What follows belongs to an exercise in optimizing a design on an open flow for small area, a short achievable clock period and few clock cycles; a production flow would make more cautious choices. The RTL was checked by simulation tests, not by an equivalence proof against the original design. Power and IR drop assume default switching activity.

**design/flow/config.mk**
```make
export PLATFORM = sky130hd
export DESIGN_NAME = move_generator
export DESIGN_NICKNAME = move_generator
export VERILOG_FILES = /design/flow/design.v
export SDC_FILE = /design/flow/constraint.sdc
export NUM_CORES = 4
export LEC_CHECK = 0
export CAP_MARGIN = 30
export CORE_MARGIN = 2
export CORE_UTILIZATION = 40
export SETUP_SLACK_MARGIN = 0.3
export SLEW_MARGIN = 30
```
**design/flow/constraint.sdc**
```tcl
create_clock -name core_clock -period 11.0 [get_ports {clk_in}]
set_input_delay 2.2000 -clock core_clock [delete_from_list [all_inputs] [get_ports {clk_in}]]
set_output_delay 2.2000 -clock core_clock [all_outputs]
set_load 0.01 [all_outputs]
```
**design/flow/design.v**
```verilog
typedef enum logic[2:0] {
    SPECIAL_NONE = 3'b000,
    SPECIAL_EN_PASSANT = 3'b001,
    SPECIAL_CASTLE = 3'b010,
    SPECIAL_UNKNOWN = 3'b011,
    SPECIAL_PROMOTE_KNIGHT = 3'b100,
    SPECIAL_PROMOTE_BISHOP = 3'b101,
    SPECIAL_PROMOTE_ROOK = 3'b110,
    SPECIAL_PROMOTE_QUEEN = 3'b111
} move_special_t;
typedef enum logic[2:0] {
    KNIGHT = 3'b000,
    BISHOP = 3'b001,
    ROOK = 3'b010,
    QUEEN = 3'b011,
    PAWN = 3'b100,
    KING = 3'b101
} piece_t;
typedef struct packed  {
    logic[2:0] rnk;
    logic[2:0] fil;
} coord_t;
typedef struct packed {
    logic [4:0][63:0] pieces;
    logic [63:0] pieces_w;
    coord_t[1:0] kings;
    logic[1:0] checkmate;
    logic[3:0] en_passant;
    logic[1:0][1:0] castle;
    logic[14:0] ply;
    logic[6:0] ply50;
} board_t;
typedef struct packed {
    coord_t src;
    coord_t dst;
    move_special_t special;
} move_t;
typedef logic [15:0] eval_t;
`timescale 1ns / 1ps
`default_nettype none
module move_generator(
    input wire    clk_in,
    input wire    rst_in,
    input wire [427:0] board_in,
    input wire    captures_only_in,
    input wire    valid_in,
    output logic [14:0] move_out,
    output logic  valid_out,
    output logic  ready_out
);
    function automatic [63:0] lowbit(input [63:0] x);
        logic [63:0] p;
        p = x;
        for (integer k = 1; k < 64; k = k * 2)
            p = p | (p << k);
        lowbit = x & ~(p << 1);
    endfunction
    function automatic atmost1(input [63:0] x);
        logic [63:0] a, t;
        a = x;
        t = 64'b0;
        for (integer k = 1; k < 64; k = k * 2)
            for (integer i = 0; i + k < 64; i = i + 2 * k) begin
                t[i] = t[i] | t[i + k] | (a[i] & a[i + k]);
                a[i] = a[i] | a[i + k];
            end
        atmost1 = ~t[0];
    endfunction
    function automatic [5:0] enc64(input [63:0] oh);
        enc64 = 6'd0;
        for (integer i = 0; i < 64; i = i + 1)
            if (oh[i]) enc64 = enc64 | i[5:0];
    endfunction
    function automatic [7:0] lineatk(input [7:0] o, input [2:0] p);
        logic [7:0] ph, up, dn;
        ph = 8'b0; ph[p] = 1'b1;
        up[0] = 1'b0;
        for (integer k = 1; k < 8; k = k + 1)
            up[k] = ph[k-1] | (up[k-1] & ~o[k-1]);
        dn[7] = 1'b0;
        for (integer k = 6; k >= 0; k = k - 1)
            dn[k] = ph[k+1] | (dn[k+1] & ~o[k+1]);
        lineatk = up | dn;
    endfunction
    logic ready_q;
    logic first_q;
    logic [63:0] occ_r, rW, rN, rP, PA, PB;
    logic [5:0] rK0, rK1;
    logic [3:0] rCastle;
    logic [3:0] rEp;
    logic rBlack, rCap;
    logic phaseB;
    assign ready_out = ready_q;
    wire acc = valid_in & ready_q;
    wire [63:0] in_N = board_in[171:108];
    wire [63:0] in_B = board_in[235:172];
    wire [63:0] in_R = board_in[299:236];
    wire [63:0] in_Q = board_in[363:300];
    wire [63:0] in_P = board_in[427:364];
    logic [63:0] koh;
    always_comb begin
        koh = 64'b0;
        koh[rK0] = 1'b1;
        koh[rK1] = 1'b1;
    end
    wire [63:0] own = rW;
    wire [63:0] occ_full = occ_r | koh;
    wire [63:0] dm = rCap ? (occ_full & ~own) : ~(occ_full & own);
    logic [63:0] cur_dst, nxt_dst;
    wire cur_v = |cur_dst;
    wire nxt_v = |nxt_dst;
    logic s1_v, s2a_v;
    wire [63:0] mA = PA & own;
    wire [63:0] mB = PB & own;
    wire [63:0] m = phaseB ? mB : mA;
    wire [63:0] sel_low = lowbit(m);
    wire [5:0] sel_src = enc64(sel_low);
    wire sel_found = |m;
    wire sel_N = ~phaseB & |(sel_low & rN);
    wire sel_P = ~phaseB & |(sel_low & rP);
    wire sel_D = ~phaseB & ~sel_N & ~sel_P;
    wire sel_O = phaseB;
    wire mA_last = atmost1(mA);
    wire moreB = |mB;
    wire sel_en = ~ready_q & (~s1_v | ~s2a_v | ~nxt_v | ~cur_v);
    logic s1N, s1D, s1O, s1P;
    logic [5:0] s1_src;
    wire [2:0] r1 = s1_src[5:3];
    wire [2:0] f1 = s1_src[2:0];
    logic [7:0] R1, F1;
    logic [14:0] D1, A1;
    always_comb begin
        R1 = 8'b0; R1[r1] = 1'b1;
        F1 = 8'b0; F1[f1] = 1'b1;
        D1 = 15'b0; D1[4'd7 + {1'b0, f1} - {1'b0, r1}] = 1'b1;
        A1 = 15'b0; A1[{1'b0, r1} + {1'b0, f1}] = 1'b1;
    end
    logic [7:0] o_r, o_f, o_d, o_a;
    always_comb begin
        for (integer x = 0; x < 8; x = x + 1) begin
            o_r[x] = 1'b0;
            o_f[x] = 1'b0;
            o_d[x] = 1'b0;
            o_a[x] = 1'b0;
            for (integer y = 0; y < 8; y = y + 1) begin
                o_r[x] = o_r[x] | (occ_r[y*8 + x] & R1[y]);
                o_f[x] = o_f[x] | (occ_r[x*8 + y] & F1[y]);
                o_d[x] = o_d[x] | (occ_r[x*8 + y] & D1[y - x + 7]);
                o_a[x] = o_a[x] | (occ_r[x*8 + y] & A1[x + y]);
            end
        end
    end
    logic tK, tC, tN, tD, tO, tP;
    logic [5:0] s2_src;
    logic [7:0] q_r, q_f, q_d, q_a;
    wire [2:0] r = s2_src[5:3];
    wire [2:0] f = s2_src[2:0];
    logic [7:0] Rdec, Fdec;
    logic [14:0] Ddec, Adec;
    logic [63:0] oh;
    always_comb begin
        Rdec = 8'b0; Rdec[r] = 1'b1;
        Fdec = 8'b0; Fdec[f] = 1'b1;
        Ddec = 15'b0; Ddec[4'd7 + {1'b0, f} - {1'b0, r}] = 1'b1;
        Adec = 15'b0; Adec[{1'b0, r} + {1'b0, f}] = 1'b1;
        oh = 64'b0; oh[s2_src] = 1'b1;
    end
    wire enRF = s2a_v & (tO | tK);
    wire enDA = s2a_v & (tD | tK);
    wire [7:0] Rl = Rdec & {8{enRF}};
    wire [7:0] Fl = Fdec & {8{enRF}};
    wire [14:0] Dl = Ddec & {15{enDA}};
    wire [14:0] Al = Adec & {15{enDA}};
    wire [7:0] at_r = lineatk(q_r, f);
    wire [7:0] at_f = lineatk(q_f, r);
    wire [7:0] at_d = lineatk(q_d, r);
    wire [7:0] at_a = lineatk(q_a, r);
    logic [63:0] slide;
    logic [63:0] knight;
    always_comb begin
        for (integer i = 0; i < 8; i = i + 1)
            for (integer j = 0; j < 8; j = j + 1)
                slide[i*8 + j] = (Rl[i] & at_r[j]) | (Fl[j] & at_f[i]) |
                                 (Dl[j - i + 7] & at_d[i]) | (Al[i + j] & at_a[i]);
        for (integer t = 0; t < 64; t = t + 1) begin
            knight[t] = 1'b0;
            for (integer s = 0; s < 64; s = s + 1) begin
                if (((s/8 - t/8 == 1 || t/8 - s/8 == 1) && (s%8 - t%8 == 2 || t%8 - s%8 == 2)) ||
                    ((s/8 - t/8 == 2 || t/8 - s/8 == 2) && (s%8 - t%8 == 1 || t%8 - s%8 == 1)))
                    knight[t] = knight[t] | oh[s];
            end
        end
        knight = knight & {64{s2a_v & tN}};
    end
    wire [5:0] fidx = s2_src + (rBlack ? 6'd56 : 6'd8);
    wire [5:0] fidx2 = s2_src + (rBlack ? 6'd48 : 6'd16);
    logic [63:0] ohF, ohF2;
    always_comb begin
        ohF = 64'b0; ohF[fidx] = s2a_v & tP;
        ohF2 = 64'b0; ohF2[fidx2] = s2a_v & tP & ~rCap & (r == (rBlack ? 3'd6 : 3'd1));
    end
    wire [63:0] p_push = ohF & ~occ_r & {64{~rCap}};
    wire push_ok = |p_push;
    wire [63:0] p_dbl = ohF2 & ~occ_r & {64{push_ok}};
    logic [63:0] epsq;
    always_comb begin
        epsq = 64'b0;
        epsq[{rBlack ? 3'd2 : 3'd5, rEp[2:0]}] = rEp[3];
    end
    wire [63:0] capt = (occ_r & ~own) | epsq;
    wire [63:0] p_lc = (ohF >> 1) & 64'h7F7F7F7F7F7F7F7F & capt;
    wire [63:0] p_rc = (ohF << 1) & 64'hFEFEFEFEFEFEFEFE & capt;
    wire [63:0] BACK = 64'hFF000000000000FF;
    wire p_fl = |(p_lc & BACK);
    wire p_fp = |(p_push & BACK);
    wire p_fr = |(p_rc & BACK);
    wire p_promo = s2a_v & tP & (r == (rBlack ? 3'd1 : 3'd6));
    wire p_repl2 = ~rCap & ~p_fp;
    wire [1:0] p_repr = p_fl ? 2'd1 : ((p_fp | rCap) ? 2'd2 : 2'd3);
    wire [1:0] rights = rBlack ? rCastle[3:2] : rCastle[1:0];
    wire [7:0] back = rBlack ? occ_r[63:56] : occ_r[7:0];
    wire c_g = s2a_v & tC & rights[0] & ~back[5] & ~back[6];
    wire c_c = s2a_v & tC & rights[1] & ~back[1] & ~back[2] & ~back[3];
    logic [63:0] cbits;
    always_comb begin
        cbits = 64'b0;
        for (integer i = 0; i < 8; i = i + 1) begin
            cbits[i*8 + 6] = Rdec[i] & c_g;
            cbits[i*8 + 2] = Rdec[i] & c_c;
        end
    end
    wire [63:0] s2_dst = ((slide | knight) & dm) | p_push | p_dbl | p_lc | p_rc | cbits;
    logic [5:0] cur_src, nxt_src;
    logic cur_cs, nxt_cs;        
    logic cur_pr, nxt_pr;        
    logic cur_fl, nxt_fl, cur_fp, nxt_fp, cur_fr, nxt_fr;
    logic cur_rl, nxt_rl;
    logic [1:0] cur_rr, nxt_rr;
    logic [3:0] pcnt;
    wire [63:0] cur_low = lowbit(cur_dst);
    wire cur_one = atmost1(cur_dst);
    wire [5:0] cur_idx = enc64(cur_low);
    wire [1:0] rep_m1 = cur_fl ? {1'b0, cur_rl} : (cur_fp ? 2'd0 : cur_rr - 2'd1);
    wire tdone = (pcnt[1:0] == 2'b11) && (pcnt[3:2] == rep_m1);
    wire hold = cur_pr & ~tdone;
    wire cur_free = ~cur_v | (cur_one & ~hold) | rst_in;
    wire nxt_take = nxt_v & ~rst_in;
    wire adv2 = cur_free | ~nxt_v;
    wire load_nxt = rst_in | (nxt_v ? cur_free : ~cur_free);
    wire done = cur_free & ~nxt_v & ~s2a_v & ~s1_v & phaseB & ~moreB;
    logic [2:0] special;
    always_comb begin
        if (cur_cs) special = SPECIAL_CASTLE;
        else if (cur_pr) special = {1'b1, pcnt[1:0]};
        else special = SPECIAL_NONE;
    end
    wire [63:0] s2_g = s2_dst & {64{~rst_in}};
    always_ff @(posedge clk_in) begin
        move_out <= {cur_src, cur_idx, special};
        valid_out <= cur_v & ~rst_in;
        if (rst_in) begin
            ready_q <= 1'b1;
            first_q <= 1'b0;
        end else begin
            first_q <= acc;
            if (acc) ready_q <= 1'b0;
            else if (~ready_q & done) ready_q <= 1'b1;
        end
        if (ready_q) begin
            occ_r <= in_N | in_B | in_R | in_Q | in_P;
            rW <= board_in[107:44] ^ {64{board_in[7]}};
            rN <= in_N;
            rP <= in_P;
            PA <= in_N | in_B | in_Q | in_P;
            PB <= in_R | in_Q;
            rK0 <= board_in[37:32];
            rK1 <= board_in[43:38];
            rEp <= board_in[29:26];
            rCastle <= board_in[25:22];
            rBlack <= board_in[7];
            rCap <= captures_only_in;
            phaseB <= 1'b0;
        end else begin
            occ_r <= occ_r | koh;
            if (sel_en) begin
                if (phaseB) PB <= PB & ~sel_low;
                else PA <= PA & ~sel_low;
                if (~phaseB & mA_last) phaseB <= 1'b1;
            end
        end
        if (rst_in | ready_q) begin
            s1_v <= 1'b0;
        end else if (sel_en) begin
            s1_v <= sel_found;
            s1_src <= sel_src;
            {s1N, s1D, s1O, s1P} <= {sel_N, sel_D, sel_O, sel_P};
        end else if (adv2 & ~first_q) begin
            s1_v <= 1'b0;
        end
        if (rst_in) begin
            s2a_v <= 1'b0;
        end else if (acc) begin
            s2a_v <= 1'b1;
            {tK, tC, tN, tD, tO, tP} <= 6'b100000;
            s2_src <= board_in[7] ? board_in[43:38] : board_in[37:32];
            {q_r, q_f, q_d, q_a} <= 32'hFFFFFFFF;
        end else if (first_q) begin
            {tK, tC, tN, tD, tO, tP} <= 6'b010000;
        end else if (adv2 | ~s2a_v) begin
            s2a_v <= s1_v;
            {tK, tC, tN, tD, tO, tP} <= {2'b00, s1N, s1D, s1O, s1P};
            s2_src <= s1_src;
            {q_r, q_f, q_d, q_a} <= {o_r, o_f, o_d, o_a};
        end
        if (cur_free) begin
            if (nxt_take) begin
                cur_dst <= nxt_dst; cur_src <= nxt_src; cur_cs <= nxt_cs; cur_pr <= nxt_pr;
                cur_fl <= nxt_fl; cur_fp <= nxt_fp; cur_fr <= nxt_fr; cur_rl <= nxt_rl; cur_rr <= nxt_rr;
            end else begin
                cur_dst <= s2_g; cur_src <= s2_src; cur_cs <= tC; cur_pr <= p_promo;
                cur_fl <= p_fl; cur_fp <= p_fp; cur_fr <= p_fr; cur_rl <= p_repl2; cur_rr <= p_repr;
            end
            pcnt <= 4'd0;
        end else if (hold) begin
            pcnt <= pcnt + 4'd1;
        end else begin
            cur_dst <= cur_dst & ~cur_low;
            pcnt <= 4'd0;
            if (cur_fl) cur_fl <= 1'b0;
            else if (cur_fp) cur_fp <= 1'b0;
            else cur_fr <= 1'b0;
        end
        if (load_nxt) begin
            nxt_dst <= s2_g; nxt_src <= s2_src; nxt_cs <= tC; nxt_pr <= p_promo;
            nxt_fl <= p_fl; nxt_fp <= p_fp; nxt_fr <= p_fr; nxt_rl <= p_repl2; nxt_rr <= p_repr;
        end
    end
endmodule
`default_nettype wire
```
**design/flow/flow/run.sh**
```bash
#!/bin/bash
# Standard ORFS layout (the standard.sh, standard synthesis unchanged) with a larger
# setup-slack margin for repair_timing, so that timing repair keeps shortening the critical
# paths below the 11 ns clock period. The SDC, clock period and all other settings are the standard flow's.
set -euo pipefail
MARGIN=6.5
sed -E "s/SETUP_SLACK_MARGIN=[-0-9.]+/SETUP_SLACK_MARGIN=${MARGIN}/" standard.sh > standard_margin.sh
grep -q "SETUP_SLACK_MARGIN=${MARGIN}" standard_margin.sh
bash standard_margin.sh > flow_make.log 2>&1
```
**design/flow/standard.sh**
```bash
#!/bin/bash
# synth_recipe.tcl (not shown) runs the flow's synth.tcl, then flattens the netlist and writes it again
# the make line also repeats each setting of config.mk as NAME=value (left out here)
make -C /OpenROAD-flow-scripts/flow DESIGN_CONFIG=/design/flow/config.mk WORK_HOME=/design/flow/orfs CLKGATE_MAP_FILE= SYNTH_SCRIPT=/design/flow/synth_recipe.tcl "${@:-finish}"
```
==> flow_summary.json, run 1 <==
{
  "syn_area_mm2": 0.04359,
  "first_pass_iters": 9,
  "synthCells": 4935,
  "antenna_left": 0,
  "clk-insertion-delay-late_ns": 0.70,
  "grt_pass1_vias": 45990,
  "grt_pass1_wl_mm": 385.2,
  "finalWirelength_mm": 288.3,
  "path_depth": 11,
  "crit_type": "reg -> reg",
  "finalSetupViolations": 0,
  "multiInputGateArea_mm2": 0.02573,
  "skew_ns": 0.04777,
  "grt_use_met2_pct": 73.82,
  "core_area_mm2": 0.1084,
  "ios": 449,
  "fp.dieH_um": 334.1,
  "ys_warn_count": 1,
  "yosysTopAreaCell": "edfxtp_1",
  "power_density_mw_per_mm2": 152.7,
  "area_growth_pct": 27.11,
  "clockRootBuffer": "clkbuf_16",
  "use_met1_pct": 59.42,
  "gr-usage-met3_pct": 16.23,
  "initial_core_util_pct": 40.21,
  "layout-drive-gt1-share_pct": 15.02,
  "final_max_slew_viol_count": 0,
  "r2r_start": "rW[0]$_DFFE_PP_",
  "grt_overflow_total": 0,
  "busiest_layer": "met2",
  "cts_hold_buf": 0,
  "worst_path_max_delay_cell": "a2111oi_2",
  "start_kind": "flop",
  "max_slew.worst_pin.slew_ns": 1.212,
  "netlist.area_leader.share_pct": 37.34,
  "fin_nets": 5938,
  "drt_iter0_markers": 9583,
  "clk_path_buf_depth": 3,
  "track_usage_pct": 50.01,
  "stdcell_area_mm2": 0.05540,
  "synth-edff-count": 542,
  "cts_buffers": 74,
  "vias": 50350,
  "hold_violations": 0,
  "grt_max_degree": 83,
  "fmax_mhz": 211.1,
  "crit_path_start": "rW[0]$_DFFE_PP_",
  "rows": 121,
  "hp-class": "reg -> reg",
  "fin_crit_ns": 4.738,
  "critPathBufInv": 2,
  "end_kind": "flop",
  "max-cap-violations": 0,
  "syn_nets": 5419,
  "reg2reg_depth": 11,
  "async_flop_share_pct": 0,
  "cts_tree": "done",
  "synth-seq-cells": 631,
  "finalCritPeriodShare_pct": 43.07,
  "synthTopCellsByCount": "edfxtp_1, nand2_1, nor2_1",
  "slew_headroom_pct": 18.34,
  "seq_area_mm2": 0.01806,
  "clkTransAtPathRegs_ns": 0.10,
  "place_area_mm2": 0.04999,
  "fin_tns_setup_ns": 0,
  "hpwl_mm": 222.6,
  "syn_avg_cell_area_um2": 8.832,
  "crit_chain": "a222oi_1, buf_4, and4_4, and4_1, buf_4, and4_1, a2111oi_2, nand4_1, a2111o_1, a211oi_1, nor2_1",
  "crit_required_ns": 11.39,
  "synth_top_family_by_area": "compound AO/OA/AOI/OAI gates",
  "critPathMaxFanout": 14,
  "r2r_setup_slack_ns": 6.26,
  "reg2reg_to": "s1P$_DFFE_PP_",
  "whs_ns": 0.3100,
  "outcome": "complete, no violations",
  "seq_area_frac_synth_pct": 41.43,
  "synth-adder-area-share_pct": 1.671,
  "synth-simple-area-share_pct": 22.49,
  "die-area_mm2": 0.1116,
  "cp.arrival_ns": 5.13,
  "nFillCells": 10160,
  "rsz0062_at_grt": "true",
  "ys_top_cells_by_area": "edfxtp_1, nand2_1, nor2_1",
  "htree_num_levels": 3,
  "cp_top_family": "compound AO/OA/AOI/OAI gates",
  "yosys_most_used_dff": "edfxtp_1",
  "fin_cells": 6944,
  "vdd_drop_max_mv": 0.1517,
  "gpl.final_weighted_congestion": 1.127,
  "vias_per_cell": 7.250,
  "synth_xor_area_share_pct": 2.239,
  "worstSetupEndpoint": "s1P$_DFFE_PP_",
  "synthMuxAreaShare_pct": 4.203,
  "dp.cells": 6659,
  "synth_compound_area_share_pct": 24.21,
  "slowest_delay_ns": 0.99,
  "synth_cell_types": 110,
  "power_leakage_nw": 19.45,
  "drc_errors": 0,
  "antenna_found_initial": 21,
  "wl_per_cell_um": 41.52,
  "die_x_um": 334.1,
  "port_buffers": 425,
  "cts.sinks": 631,
  "yosysMostFrequentCell": "edfxtp_1",
  "hp-start": "cur_src[3]$_DFFE_PN_"
}
==> where the power goes <==
part	switching [W]	internal, W	total (W)
Combinational	0.00172	0.000828	0.00255
Clock	0.00115	0.00147	0.00262
Sequential	0.000400	0.00289	0.00329
Total	0.00327	0.00519	0.00846
==> metal layers <==
layer	vias up	part of all wire [%]
met3	1198	13
met1	24130	34
met5	-	0.045
li1	20260	-
met4	14	11
met2	4743	42
==> worst register-to-register path, stage by stage, from the launching register on <==
cell,delay [ns]
edfxtp_1,0.98
a222oi_1,0.27
buf_4,0.22
and4_4,0.24
and4_1,0.21
buf_4,0.20
and4_1,0.20
a2111oi_2,0.99
nand4_1,0.17
a2111o_1,0.34
a211oi_1,0.54
nor2_1,0.11
==> cell type report <==
type / instances / share of cell area, %
antenna: 17 / 0.07678
timing repair buffer: 724 / 12.26
sequential: 631 / 32.61
tap: 1414 / 3.193
clock inverter: 39 / 0.7091
multi-input combinational: 3890 / 46.45
inverter: 133 / 0.9327
clock buffer: 96 / 3.774
==> how the worst min path moves through the flow <==
stage / slack [ns] / cells after the start / endpoint
3_3_place_gp: 0.33 / 0 / move_out[11]$_DFF_P_
5_1_grt: 0.35 / 0 / move_out[14]$_DFF_P_
2_1_floorplan: 0.32 / 0 / move_out[10]$_DFF_P_
4_1_cts: 0.34 / 0 / move_out[12]$_DFF_P_
3_5_place_dp: 0.33 / 0 / move_out[14]$_DFF_P_
6_report: 0.31 / 0 / move_out[12]$_DFF_P_
==> placed cells by master (no fill, tap or decap), drive strengths merged, types with 28 or more instances in the layout <==
| master | n |
|---|---|
| nor2 | 498 |
| a21oi | 361 |
| xor2 | 81 |
| o211ai | 31 |
| nor3b | 33 |
| and2 | 56 |
| dfxtp | 89 |
| a211oi | 36 |
| o22ai | 141 |
| and3 | 40 |
| o21a | 28 |
| o32ai | 43 |
| edfxtp | 542 |
| nand2b | 39 |
| nand3 | 166 |
| mux2 | 90 |
| clkdlybuf4s50 | 423 |
| a31oi | 52 |
| o31ai | 44 |
| mux2i | 72 |
| clkbuf | 98 |
| a22o | 47 |
| or4 | 87 |
| nor3 | 191 |
| nand2 | 522 |
| a221oi | 52 |
| ha | 47 |
| nor4 | 73 |
| o221ai | 52 |
| nor2b | 33 |
| o21ai | 340 |
| a22oi | 104 |
| buf | 296 |
| or3 | 64 |
| nand4 | 95 |
| inv | 132 |
==> flip-flops by register name, summed over array words and instances (netlist names), 15 cells and up <==
name and count:
rW 64, PB 64, nxt_dst 64, move_out 15, rN 64, rP 64
occ_r 64, PA 64, cur_dst 64
==> timing repair <==
item,in CTS,in global routing
resized for setup,224,125
setup buffers,77,46
gates cloned,5,1
pin swaps,35,19
endpoints found under the setup margin,486,225
==> cells by family after synthesis <==
kind of cell,count (synthesis)
XOR/XNOR,108
AO/OA/AOI/OAI,1579
flip-flops,631
AND/OR/NAND/NOR,1978
adder cells (fa/ha/maj),56
buffers and inverters,417
multiplexers,166
==> through the flow <==
step | total power (W) | util, % | setup slack (ns)
after global placement | 0.005478 | 46.00 | 4.690
after CTS | 0.008182 | 50.06 | 6.482
after detailed placement | 0.005483 | 46.12 | 4.717
after global routing | 0.008565 | 51.07 | 6.416
after floorplan | 0.004272 | - | 5.462
final | 0.008462 | 51.11 | 6.262
Testbench counts, summed over its fixed seeds: cycles 104,166.
==> run 2, diff against run 1 <==
--- a/design/flow/design.v
+++ b/design/flow/design.v
@@ -74,11 +74,25 @@
     function automatic [7:0] lineatk(input [7:0] o, input [2:0] p);
-        logic [7:0] ph, up, dn;
+        logic [7:0] ph, gu, pu, gd, pd;
         ph = 8'b0; ph[p] = 1'b1;
-        up[0] = 1'b0;
-        for (integer k = 1; k < 8; k = k + 1)
-            up[k] = ph[k-1] | (up[k-1] & ~o[k-1]);
-        dn[7] = 1'b0;
-        for (integer k = 6; k >= 0; k = k - 1)
-            dn[k] = ph[k+1] | (dn[k+1] & ~o[k+1]);
-        lineatk = up | dn;
+        gu[0] = 1'b0; pu[0] = 1'b0;
+        for (integer k = 1; k < 8; k = k + 1) begin
+            gu[k] = ph[k-1];
+            pu[k] = ~o[k-1];
+        end
+        for (integer s = 1; s < 8; s = s * 2)
+            for (integer k = 7; k >= s; k = k - 1) begin
+                gu[k] = gu[k] | (pu[k] & gu[k-s]);
+                pu[k] = pu[k] & pu[k-s];
+            end
+        gd[7] = 1'b0; pd[7] = 1'b0;
+        for (integer k = 0; k < 7; k = k + 1) begin
+            gd[k] = ph[k+1];
+            pd[k] = ~o[k+1];
+        end
+        for (integer s = 1; s < 8; s = s * 2)
+            for (integer k = 0; k + s < 8; k = k + 1) begin
+                gd[k] = gd[k] | (pd[k] & gd[k+s]);
+                pd[k] = pd[k] & pd[k+s];
+            end
+        lineatk = gu | gd;
     endfunction
@@ -86,3 +100,3 @@
     logic first_q;
-    logic [63:0] occ_r, rW, rN, rP, PA, PB;
+    logic [63:0] c0, c1, c2, rOwn;
     logic [5:0] rK0, rK1;
@@ -91,3 +105,2 @@
     logic rBlack, rCap;
-    logic phaseB;
     assign ready_out = ready_q;
@@ -105,5 +118,5 @@
     end
-    wire [63:0] own = rW;
-    wire [63:0] occ_full = occ_r | koh;
-    wire [63:0] dm = rCap ? (occ_full & ~own) : ~(occ_full & own);
+    wire [63:0] own = rOwn;
+    wire [63:0] occ = c0 | c1 | c2 | koh;
+    wire [63:0] dm = rCap ? (occ & ~own) : ~(occ & own);
     logic [63:0] cur_dst, nxt_dst;
@@ -112,5 +125,3 @@
     logic s1_v, s2a_v;
-    wire [63:0] mA = PA & own;
-    wire [63:0] mB = PB & own;
-    wire [63:0] m = phaseB ? mB : mA;
+    wire [63:0] m = own & (c0 | c1 | c2) & ~(c2 & c1);
     wire [63:0] sel_low = lowbit(m);
@@ -118,8 +129,7 @@
     wire sel_found = |m;
-    wire sel_N = ~phaseB & |(sel_low & rN);
-    wire sel_P = ~phaseB & |(sel_low & rP);
-    wire sel_D = ~phaseB & ~sel_N & ~sel_P;
-    wire sel_O = phaseB;
-    wire mA_last = atmost1(mA);
-    wire moreB = |mB;
+    wire [2:0] sel_code = {|(sel_low & c2), |(sel_low & c1), |(sel_low & c0)};
+    wire sel_N = sel_code == 3'd1;
+    wire sel_D = sel_code == 3'd2 || sel_code == 3'd4;
+    wire sel_O = sel_code == 3'd3;
+    wire sel_P = sel_code == 3'd5;
     wire sel_en = ~ready_q & (~s1_v | ~s2a_v | ~nxt_v | ~cur_v);
@@ -129,2 +139,4 @@
     wire [2:0] f1 = s1_src[2:0];
+    wire [3:0] dsum1 = 4'd7 + {1'b0, f1} - {1'b0, r1};
+    wire [3:0] asum1 = {1'b0, r1} + {1'b0, f1};
     logic [7:0] R1, F1;
@@ -134,4 +146,4 @@
         F1 = 8'b0; F1[f1] = 1'b1;
-        D1 = 15'b0; D1[4'd7 + {1'b0, f1} - {1'b0, r1}] = 1'b1;
-        A1 = 15'b0; A1[{1'b0, r1} + {1'b0, f1}] = 1'b1;
+        D1 = 15'b0; D1[dsum1] = 1'b1;
+        A1 = 15'b0; A1[asum1] = 1'b1;
     end
@@ -145,6 +157,6 @@
             for (integer y = 0; y < 8; y = y + 1) begin
-                o_r[x] = o_r[x] | (occ_r[y*8 + x] & R1[y]);
-                o_f[x] = o_f[x] | (occ_r[x*8 + y] & F1[y]);
-                o_d[x] = o_d[x] | (occ_r[x*8 + y] & D1[y - x + 7]);
-                o_a[x] = o_a[x] | (occ_r[x*8 + y] & A1[x + y]);
+                o_r[x] = o_r[x] | (occ[y*8 + x] & R1[y]);
+                o_f[x] = o_f[x] | (occ[x*8 + y] & F1[y]);
+                o_d[x] = o_d[x] | (occ[x*8 + y] & D1[y - x + 7]);
+                o_a[x] = o_a[x] | (occ[x*8 + y] & A1[x + y]);
             end
@@ -152,4 +164,9 @@
     end
+    wire [7:0] a1_r = lineatk(o_r, f1);
+    wire [7:0] a1_f = lineatk(o_f, r1);
+    wire [7:0] a1_d = lineatk(o_d, r1);
+    wire [7:0] a1_a = lineatk(o_a, r1);
     logic tK, tC, tN, tD, tO, tP;
     logic [5:0] s2_src;
+    logic [3:0] dsum, asum;
     logic [7:0] q_r, q_f, q_d, q_a;
@@ -163,8 +180,20 @@
         Fdec = 8'b0; Fdec[f] = 1'b1;
-        Ddec = 15'b0; Ddec[4'd7 + {1'b0, f} - {1'b0, r}] = 1'b1;
-        Adec = 15'b0; Adec[{1'b0, r} + {1'b0, f}] = 1'b1;
+        Ddec = 15'b0; Ddec[dsum] = 1'b1;
+        Adec = 15'b0; Adec[asum] = 1'b1;
         oh = 64'b0; oh[s2_src] = 1'b1;
     end
+    logic [7:0] nb_f, nb_r;
+    always_comb begin
+        for (integer k = 0; k < 8; k = k + 1) begin
+            nb_f[k] = (k > 0 ? Fdec[k-1] : 1'b0) | (k < 7 ? Fdec[k+1] : 1'b0);
+            nb_r[k] = (k > 0 ? Rdec[k-1] : 1'b0) | (k < 7 ? Rdec[k+1] : 1'b0);
+        end
+    end
+    wire [7:0] at_r = tK ? nb_f : q_r;
+    wire [7:0] at_f = tK ? nb_r : q_f;
+    wire [7:0] at_d = q_d;
+    wire [7:0] at_a = q_a;
+    wire [7:0] Kd = nb_r & {8{s2a_v & tK}};
     wire enRF = s2a_v & (tO | tK);
-    wire enDA = s2a_v & (tD | tK);
+    wire enDA = s2a_v & tD;
     wire [7:0] Rl = Rdec & {8{enRF}};
@@ -173,6 +202,2 @@
     wire [14:0] Al = Adec & {15{enDA}};
-    wire [7:0] at_r = lineatk(q_r, f);
-    wire [7:0] at_f = lineatk(q_f, r);
-    wire [7:0] at_d = lineatk(q_d, r);
-    wire [7:0] at_a = lineatk(q_a, r);
     logic [63:0] slide;
@@ -183,3 +208,3 @@
                 slide[i*8 + j] = (Rl[i] & at_r[j]) | (Fl[j] & at_f[i]) |
-                                 (Dl[j - i + 7] & at_d[i]) | (Al[i + j] & at_a[i]);
+                                 (Dl[j - i + 7] & at_d[i]) | (Al[i + j] & at_a[i]) | (Kd[i] & nb_f[j]);
         for (integer t = 0; t < 64; t = t + 1) begin
@@ -201,5 +226,4 @@
     end
-    wire [63:0] p_push = ohF & ~occ_r & {64{~rCap}};
-    wire push_ok = |p_push;
-    wire [63:0] p_dbl = ohF2 & ~occ_r & {64{push_ok}};
+    wire [63:0] p_push = ohF & ~occ & {64{~rCap}};
+    wire [63:0] p_dbl = ohF2 & ~occ & (rBlack ? ~(occ >> 8) : ~(occ << 8));
     logic [63:0] epsq;
@@ -209,3 +233,3 @@
     end
-    wire [63:0] capt = (occ_r & ~own) | epsq;
+    wire [63:0] capt = (occ & ~own) | epsq;
     wire [63:0] p_lc = (ohF >> 1) & 64'h7F7F7F7F7F7F7F7F & capt;
@@ -220,3 +244,3 @@
     wire [1:0] rights = rBlack ? rCastle[3:2] : rCastle[1:0];
-    wire [7:0] back = rBlack ? occ_r[63:56] : occ_r[7:0];
+    wire [7:0] back = rBlack ? occ[63:56] : occ[7:0];
     wire c_g = s2a_v & tC & rights[0] & ~back[5] & ~back[6];
@@ -249,3 +273,3 @@
     wire load_nxt = rst_in | (nxt_v ? cur_free : ~cur_free);
-    wire done = cur_free & ~nxt_v & ~s2a_v & ~s1_v & phaseB & ~moreB;
+    wire done = cur_free & ~nxt_v & ~s2a_v & ~s1_v & ~sel_found;
     logic [2:0] special;
@@ -257,2 +281,4 @@
     wire [63:0] s2_g = s2_dst & {64{~rst_in}};
+    wire [63:0] take = sel_low & {64{sel_en}};
+    wire [63:0] was_q = c2 & ~c0;
     always_ff @(posedge clk_in) begin
@@ -269,8 +295,6 @@
         if (ready_q) begin
-            occ_r <= in_N | in_B | in_R | in_Q | in_P;
-            rW <= board_in[107:44] ^ {64{board_in[7]}};
-            rN <= in_N;
-            rP <= in_P;
-            PA <= in_N | in_B | in_Q | in_P;
-            PB <= in_R | in_Q;
+            c0 <= in_N | in_R | in_P;
+            c1 <= in_B | in_R;
+            c2 <= in_Q | in_P;
+            rOwn <= board_in[107:44] ^ {64{board_in[7]}};
             rK0 <= board_in[37:32];
@@ -281,10 +305,9 @@
             rCap <= captures_only_in;
-            phaseB <= 1'b0;
         end else begin
-            occ_r <= occ_r | koh;
-            if (sel_en) begin
-                if (phaseB) PB <= PB & ~sel_low;
-                else PA <= PA & ~sel_low;
-                if (~phaseB & mA_last) phaseB <= 1'b1;
-            end
+            for (integer i = 0; i < 64; i = i + 1)
+                if (take[i]) begin
+                    c0[i] <= was_q[i];
+                    c1[i] <= 1'b1;
+                    c2[i] <= ~was_q[i];
+                end
         end
@@ -301,7 +324,10 @@
             s2a_v <= 1'b0;
-        end else if (acc) begin
-            s2a_v <= 1'b1;
+        end else if (ready_q) begin
+            s2a_v <= valid_in;
+        end else if (adv2 | ~s2a_v) begin
+            s2a_v <= s1_v | first_q;
+        end
+        if (ready_q) begin
             {tK, tC, tN, tD, tO, tP} <= 6'b100000;
             s2_src <= board_in[7] ? board_in[43:38] : board_in[37:32];
-            {q_r, q_f, q_d, q_a} <= 32'hFFFFFFFF;
         end else if (first_q) begin
@@ -309,6 +335,7 @@
         end else if (adv2 | ~s2a_v) begin
-            s2a_v <= s1_v;
             {tK, tC, tN, tD, tO, tP} <= {2'b00, s1N, s1D, s1O, s1P};
             s2_src <= s1_src;
-            {q_r, q_f, q_d, q_a} <= {o_r, o_f, o_d, o_a};
+            dsum <= dsum1;
+            asum <= asum1;
+            {q_r, q_f, q_d, q_a} <= {a1_r, a1_f, a1_d, a1_a};
         end
==> run 2 against run 1 <==
- largest cell class unchanged
- die area down 6.5%
- area after synthesis down 6.6%
- critical endpoint is now cur_dst[28]$_DFFE_PP_
- clock power down 25%
==> flow_summary.json, run 2 <==
{
  "clkTransAtPathRegs_ns": 0.06,
  "vias_per_cell": 7.047,
  "place_area_mm2": 0.04694,
  "power_density_mw_per_mm2": 144.6,
  "drc_errors": 0,
  "whs_ns": 0.3433,
  "max-cap-violations": 0,
  "gpl.final_weighted_congestion": 1.137,
  "holdPathStages": 0,
  "p_comb_share_pct": 35.1,
  "initial_core_util_pct": 40.19,
  "core_area_mm2": 0.1013,
  "rsz0062_at_grt": "true",
  "fp.dieH_um": 323.0,
  "outcome": "complete, no violations",
  "antenna_found_initial": 21,
  "fin_nets": 5681,
  "synthCells": 4754,
  "layout_common_cells": "nand2_1, edfxtp_1, nor2_1",
  "fin_util_pct": 50.15,
  "fin_tns_setup_ns": 0,
  "rows": 117,
  "power_switching_share_pct": 40.73,
  "synthTopCellsByCount": "nand2_1, edfxtp_1, nor2_1",
  "layout-drive-gt1-share_pct": 11.59,
  "clk_path_buf_depth": 3,
  "hp-class": "reg -> reg",
  "fin_crit_ns": 4.736,
  "syn_avg_cell_area_um2": 8.563,
  "fmax_mhz": 211.2,
  "wl_per_cell_um": 36.19,
  "final_common_cell": "nand2_1",
  "p_seq_share_pct": 38.1,
  "netlist.area_leader.share_pct": 36.00,
  "ios": 449,
  "finalSetupViolations": 0,
  "antenna_left": 0,
  "hpwl_mm": 188.1,
  "htree_num_levels": 2,
  "start_kind": "flop",
  "p_switching_w": 0.002991,
  "yosysTopAreaCell": "edfxtp_1",
  "hold_violations": 0,
  "die-area_mm2": 0.1043,
  "drt_iter0_markers": 7444,
  "vdd_drop_max_mv": 0.1270,
  "syn_nets": 5244,
  "synth_cell_types": 107,
  "final_max_slew_viol_count": 0,
  "port_buffers": 425,
  "cts_buffers": 56,
  "reg2reg_depth": 12,
  "clockRootBuffer": "clkbuf_16",
  "syn_area_mm2": 0.04071,
  "area_growth_pct": 24.80,
  "crit_required_ns": 11.54,
  "first_pass_iters": 10,
  "grt_overflow_total": 0,
  "synth-edff-count": 488,
  "die_x_um": 323.0,
  "ys_warn_count": 1,
  "grt_pass1_wl_mm": 327.5,
  "vias": 46670,
  "cts.sinks": 518,
  "ys_top_cells_by_area": "edfxtp_1, nand2_1, nor2_1",
  "async_flop_share_pct": 0,
  "max_slew.worst_pin.slew_ns": 1.120,
  "dp.cells": 6425,
  "finalWirelength_mm": 239.7,
  "yosys_most_used_dff": "edfxtp_1",
  "p_int_w": 0.004353,
  "seq_area_frac_synth_pct": 37.47,
  "cp.arrival_ns": 5.28,
  "clk-insertion-delay-late_ns": 0.70,
  "yosysMostFrequentCell": "nand2_1",
  "fin_cells": 6623,
  "skew_ns": 0.01931,
  "crit_type": "reg -> reg",
  "track_usage_pct": 44.30,
  "critPathMaxFanout": 31,
  "stdcell_area_mm2": 0.05080,
  "p_clk_share_pct": 26.8,
  "finalCritPeriodShare_pct": 43.05,
  "power_leakage_nw": 17.45,
  "synth-seq-cells": 518,
  "cts_hold_buf": 0,
  "cts_tree": "done",
  "grt_max_degree": 188,
  "end_kind": "flop",
  "grt_pass1_vias": 42850,
  "slew_headroom_pct": 25.07
}
==> run 2: path summary, 6_finish.rpt <==
kind                   startpoint                     to  slack (ns)
min          cur_src[3]$_DFFE_PN_   move_out[12]$_DFF_P_        0.34
max reg2reg   s2_src[0]$_DFFE_PP_  cur_dst[28]$_DFFE_PP_        6.26
min reg2reg  cur_src[3]$_DFFE_PN_   move_out[12]$_DFF_P_        0.34
max           s2_src[0]$_DFFE_PP_  cur_dst[28]$_DFFE_PP_        6.26
==> run 2: power groups by stage <==
stage / registers, W / logic, W / clock network (W)
after CTS: 0.00276 / 0.00238 / 0.00198
after global placement: 0.00281 / 0.00229 / 0
final: 0.00280 / 0.00258 / 0.00197
after detailed placement: 0.00281 / 0.00229 / 0
after floorplan: 0.00259 / 0.00136 / 0
after global routing: 0.00279 / 0.00266 / 0.00205
==> run 2: through the flow <==
stage	power (W)	worst slack, ns
global route	0.007506	6.354
finish	0.007345	6.264
floorplan	0.003955	6.450
CTS	0.007121	6.496
detailed placement	0.005103	5.366
global placement	0.005098	5.284
==> run 2: worst max-delay path, cell delays in order (launching register included) <==
cell and delay (ns):
edfxtp_1 0.36, clkbuf_8 0.33, clkinvlp_4 0.19, ha_2 0.45
nor2_1 0.43, and2_1 0.48, nand2_1 0.30, nor2_1 0.41
nand3_1 0.32, nand3_1 0.33, o221ai_1 0.17, a21oi_1 0.59
o2bb2ai_1 0.19
==> run 2: cell families after synthesis <==
group,after synthesis,synth area share [%]
and+or+nand+nor,2091,25.77
adders and majority gates,59,1.863
xor gates and xnor gates,103,2.250
DFF,518,37.47
AOI/OAI and AO/OA,1581,27.96
buffers and inverters,349,3.350
muxes,53,1.343
==> run 2: layout make-up <==
class | count | area [µm²]
Clock inverter | 41 | 422.9
Fill cell | 9788 | 50500
Clock buffer | 65 | 1435
Antenna cell | 16 | 40.04
Inverter | 94 | 367.9
Sequential cell | 518 | 15260
Timing Repair Buffer | 633 | 5992
Tap cell | 1368 | 1712
Multi-Input combinational cell | 3888 | 25580
==> run 2: routing by layer <==
layer	track usage, %	up-vias	share of wire (%)	wire, µm
met4	29.50	2	8.8	20990
li1	-	19590	-	-
met3	13.72	866	13	30050
met1	54.42	22520	36	87060
met2	66.81	3699	42	101600
met5	0	-	0.0046	11
==> run 2: repair_timing <==
action,CTS,global route
setup buffers,40,32
resized for setup,136,108
gates cloned,1,2
pin swaps,13,15
setup endpoints to repair,350,309
hold endpoints to repair,0,0
Testbench counts of run 2, summed over its fixed seeds: cycles 103,931.

port drivers added, routing unchanged:
Ports are ideal in the flow. The routed layouts listed here were re-timed in OpenROAD. Step 1 (the two cells are an assumption about what drives the block):
set clk [get_ports {clk_in}]
set_driving_cell -lib_cell sky130_fd_sc_hd__clkbuf_16 $clk
set_driving_cell -lib_cell sky130_fd_sc_hd__buf_2 [delete_from_list [all_inputs] $clk]
Step 2 times the ports against the registers' clock, not the clock port: input delays grow and output delays shrink by t, the midpoint of the rising clock arrivals with the driver on. Slacks: ideal ports / drivers / drivers and shift; pairs: ideal ports / drivers.
| run | t (ns) | slack for setup (ns) | clock arrival spread, ns |
|---|---|---|---|
| run 1 | 0.756 | 6.262 / 6.262 / 6.239 | 0.048 / 0.048 |
| run 2 | 0.772 | 6.264 / 6.264 / 6.100 | 0.019 / 0.020 |
After both steps setup and hold are still met in every run listed. For run 2, which loses most, drivers alone change the setup slack by 0.000 ns; drivers and shift together by -0.164 ns.
